What follows belongs to an exercise in optimizing a design on an open flow for small area, a short achievable clock period and few clock cycles per item; a production flow would make more cautious choices.
At most, simulation tests tie the RTL to the original design; equivalence was not proved.

oak:
// div
module div (
    input wire                      clk,
    input wire                      rst_n,
    input wire                      div_start,
    input wire [2:0]                div_opcode,
    input wire [32-1 : 0]  div_divident,
    input wire [32-1 : 0]  div_divisor,
    output wire [32-1 : 0] div_quotient,
    output wire [32-1 : 0] div_remainder,
    output wire                     div_finish
);
reg st_idle, st_abs, st_shift, st_iter, st_fix, st_done;
reg [31:0] rem_r;     
reg [33:0] dsr_r;     
reg [31:0] quo_r;
reg [4:0]  lza_r;     
reg [4:0]  lzb_r;     
reg        sa_r;      
reg        sb_r;      
reg        cin_r;     
reg        neg_q;     
reg        neg_r;     
wire load = st_idle | st_done;
wire start_signed = (div_opcode == 3'd1);
wire start_sa     = start_signed & div_divident[31];
wire start_sb     = start_signed & div_divisor[31];
wire [31:0] rem_neg = ~rem_r + 32'd1;
wire [4:0] lz_in_a, lz_in_b, lz_neg_a, lz_neg_b;
wire       z_in_a, z_in_b, z_neg_a, z_neg_b;
div_find_ones u_lz_in_a  (.data_in(div_divident),  .lz(lz_in_a),  .zero(z_in_a));
div_find_ones u_lz_in_b  (.data_in(div_divisor),   .lz(lz_in_b),  .zero(z_in_b));
div_find_ones u_lz_neg_a (.data_in(rem_neg),       .lz(lz_neg_a), .zero(z_neg_a));
  ...
Size: roughly 1,500 cells after synthesis, about 140 I/O pins, ~12,000 um^2 of cells after synthesis.
==> module div, before the edit <==
module div (
    input wire                      clk,
    input wire                      rst_n,
    input wire                      div_start,
    input wire [2:0]                div_opcode,
    input wire [32-1 : 0]  div_divident,
    input wire [32-1 : 0]  div_divisor,
    output wire [32-1 : 0] div_quotient,
    output wire [32-1 : 0] div_remainder,
    output wire                     div_finish
);
reg st_idle, st_abs, st_shift, st_iter, st_fix, st_done;
reg [31:0] rem_r;     
reg [33:0] dsr_r;     
reg [31:0] quo_r;
reg [4:0]  lza_r;     
reg [4:0]  lzb_r;     
reg        sa_r;      
reg        sb_r;      
reg        cin_r;     
reg        neg_q;     
reg        neg_r;     
wire load = st_idle | st_done;
wire start_signed = (div_opcode == 3'd1);
wire start_sa     = start_signed & div_divident[31];
wire start_sb     = start_signed & div_divisor[31];
wire [31:0] rem_neg = ~rem_r + 32'd1;
wire [4:0] lz_in_a, lz_in_b, lz_neg_a, lz_neg_b;
wire       z_in_a, z_in_b, z_neg_a, z_neg_b;
div_find_ones u_lz_in_a  (.data_in(div_divident),  .lz(lz_in_a),  .zero(z_in_a));
div_find_ones u_lz_in_b  (.data_in(div_divisor),   .lz(lz_in_b),  .zero(z_in_b));
div_find_ones u_lz_neg_a (.data_in(rem_neg),       .lz(lz_neg_a), .zero(z_neg_a));
div_find_ones u_lz_neg_b (.data_in(~dsr_r[31:0]),  .lz(lz_neg_b), .zero(z_neg_b));
wire [5:0] k6     = {1'b0, lzb_r} - {1'b0, lza_r};
wire [4:0] k      = k6[4:0];
wire       fix    = neg_r | (neg_q & ~(st_shift & zb));
wire       zb     = ~|dsr_r[31:0];    
wire       sh_end = st_shift & (zb | k6[5]);
wire       it_end = st_iter & (lzb_r == 5'd0);
wire        fill = ~sb_r;
wire [33:0] s_in = {2'b11, dsr_r[31:0] ^ {32{~sb_r}}};
wire [33:0] s0 = k[0] ? {s_in[32:0], fill}    : s_in;
wire [33:0] s1 = k[1] ? {s0[31:0], {2{fill}}}   : s0;
wire [33:0] s2 = k[2] ? {s1[29:0], {4{fill}}}   : s1;
wire [33:0] s3 = k[3] ? {s2[25:0], {8{fill}}}   : s2;
wire [33:0] s4 = k[4] ? {s3[17:0], {16{fill}}}  : s3;
wire [33:0] sum;
div_add_ks #(.W(34)) u_add (.a({2'b00, rem_r}), .b(dsr_r), .cin(cin_r), .sum(sum));
wire        qbit = ~sum[33];
always @(posedge clk or negedge rst_n) begin
    if (!rst_n) begin
        st_idle  <= 1'b1;
        st_abs   <= 1'b0;
        st_shift <= 1'b0;
        st_iter  <= 1'b0;
        st_fix   <= 1'b0;
        st_done  <= 1'b0;
    end else begin
        st_idle  <= (st_idle | st_done) & ~div_start;
        st_abs   <= div_start & (start_sa | start_sb);
        st_shift <= (div_start & ~(start_sa | start_sb)) | st_abs;
        st_iter  <= (st_shift & ~(zb | k6[5])) | (st_iter & (lzb_r != 5'd0));
        st_fix   <= (sh_end | it_end) & fix;
        st_done  <= st_fix | ((sh_end | it_end) & ~fix);
    end
end
always @(posedge clk) begin
    if (load) begin
        rem_r <= div_divident;
        dsr_r <= {2'b00, div_divisor};
        lza_r <= lz_in_a;
        lzb_r <= lz_in_b;
        sa_r  <= start_sa;
        sb_r  <= start_sb;
        cin_r <= ~start_sb;
        neg_q <= start_sa ^ start_sb;
        neg_r <= start_sa;
    end
    if (st_abs) begin
        if (sa_r) begin
            rem_r <= rem_neg;
            lza_r <= lz_neg_a;
        end
        if (sb_r) lzb_r <= lz_neg_b;
    end
    if (st_shift) begin
        dsr_r <= s4;
        lzb_r <= k;
        quo_r <= {32{zb}};
        if (zb) neg_q <= 1'b0;
    end
    if (st_iter) begin
        if (qbit) rem_r <= sum[31:0];
        quo_r <= {quo_r[30:0], qbit};
        dsr_r <= {dsr_r[33], dsr_r[33:1]};
        lzb_r <= lzb_r - 5'd1;
    end
    if (st_fix) begin
        if (neg_r) rem_r <= rem_neg;
        if (neg_q) quo_r <= ~quo_r + 32'd1;
    end
end
assign div_quotient  = quo_r;
assign div_remainder = rem_r;
assign div_finish    = st_done;
endmodule
Settings: LEC_CHECK=0, CAP_MARGIN=20, CORE_MARGIN=2, CORE_UTILIZATION=40, SLEW_MARGIN=20; clock period 12.0 ns.
standard.sh (not shown) runs the stock make flow with config.mk's settings and CLKGATE_MAP_FILE= SYNTH_SCRIPT=/design/flow/synth_recipe.tcl, a recipe that flattens the netlist after the stock synthesis.
==> flow/flow/run.sh <==
#!/bin/bash
set -euo pipefail
MARGIN=8.3
bash standard.sh synth > synth.log 2>&1
bash standard.sh SETUP_SLACK_MARGIN=$MARGIN "BUFFER_PORTS_ARGS=-buffer_cell sky130_fd_sc_hd__buf_1" finish > layout.log 2>&1
oak went all the way through the flow, and no timing, DRC or antenna check failed.
### oak -> birch
-- flow/design.v --
<<< oak, line 122
reg [4:0]  lza_r;     
reg [4:0]  lzb_r;     
reg        sa_r;      
reg        sb_r;      
>>> birch, line 122
reg [4:0]  lza_r;     
reg [4:0]  lzb_r;     
reg [4:0]  k_r;       
reg        sa_r;      
reg        sb_r;      
<<< oak, line 143
wire       zb     = ~|dsr_r[31:0];    
wire       sh_end = st_shift & (zb | k6[5]);
wire       it_end = st_iter & (lzb_r == 5'd0);
wire        fill = ~sb_r;
wire [33:0] s_in = {2'b11, dsr_r[31:0] ^ {32{~sb_r}}};
>>> birch, line 144
wire       zb     = ~|dsr_r[31:0];    
wire       sh_end = st_shift & (zb | k6[5]);
wire       it_end = st_iter & (k_r == 5'd0);
wire        fill = ~sb_r;
wire [33:0] s_in = {2'b11, dsr_r[31:0] ^ {32{~sb_r}}};
<<< oak, line 166
        st_abs   <= div_start & (start_sa | start_sb);
        st_shift <= (div_start & ~(start_sa | start_sb)) | st_abs;
        st_iter  <= (st_shift & ~(zb | k6[5])) | (st_iter & (lzb_r != 5'd0));
        st_fix   <= (sh_end | it_end) & fix;
        st_done  <= st_fix | ((sh_end | it_end) & ~fix);
>>> birch, line 167
        st_abs   <= div_start & (start_sa | start_sb);
        st_shift <= (div_start & ~(start_sa | start_sb)) | st_abs;
        st_iter  <= (st_shift & ~(zb | k6[5])) | (st_iter & (k_r != 5'd0));
        st_fix   <= (sh_end | it_end) & fix;
        st_done  <= st_fix | ((sh_end | it_end) & ~fix);
<<< oak, line 192
    if (st_shift) begin
        dsr_r <= s4;
        lzb_r <= k;
        quo_r <= {32{zb}};
        if (zb) neg_q <= 1'b0;
>>> birch, line 193
    if (st_shift) begin
        dsr_r <= s4;
        k_r   <= k;
        quo_r <= {32{zb}};
        if (zb) neg_q <= 1'b0;
<<< oak, line 200
        quo_r <= {quo_r[30:0], qbit};
        dsr_r <= {dsr_r[33], dsr_r[33:1]};
        lzb_r <= lzb_r - 5'd1;
    end
    if (st_fix) begin
>>> birch, line 201
        quo_r <= {quo_r[30:0], qbit};
        dsr_r <= {dsr_r[33], dsr_r[33:1]};
        k_r   <= k_r - 5'd1;
    end
    if (st_fix) begin
--- outcome ---
- In birch relative to oak, synthesized cell count had gone up by a few percent.
- Side by side, wire length turned out higher in birch than in oak.
- Changes observed in birch relative to oak: final non-filler cell area essentially unchanged; sequential share of layout area up 1.2 points; growth of design area from synthesis to finish has decreased; number of global-route vias before repair shows an increase of 480.
- Comparing oak and birch, worst hold slack is higher on birch.
- Relative to oak, via count has gone up in birch.
- Critical path start-end classification = reg -> out: birch; critical path start-end classification = in -> reg: oak
Testbench counts of birch, summed over its fixed seeds: cycles 179,195, ops 12,000.
Function not checked in oak: the RTL went through the layout flow alone.

==> separate check: timing with driven ports <==
Ports are ideal in the flow. The routed layouts listed here were re-timed in OpenROAD. Step 1 assumes that a clkbuf_16 drives the clock port and a buf_2 every other input. Step 2 adds t to the input delays and takes it off the output delays; t is the mean of the earliest and latest rising clock arrival at the registers after step 1. Input paths then give back, and output paths get back, about the clock's delay inside the block. a / b / c = ideal ports / drivers / drivers and shift; a / b = the first two.
| run | shift t [ns] | slack for setup (ns) | clock arrival spread, ns |
|---|---|---|---|
| oak | 0.470 | 8.157 / 8.167 / 7.697 | 0.017 / 0.018 |
| birch | 0.478 | 8.353 / 8.299 / 7.919 | 0.012 / 0.013 |
After both steps every run listed still meets setup and hold. The setup slack of oak, which loses most, moves by +0.010 ns with the drivers and by -0.460 ns with both steps.
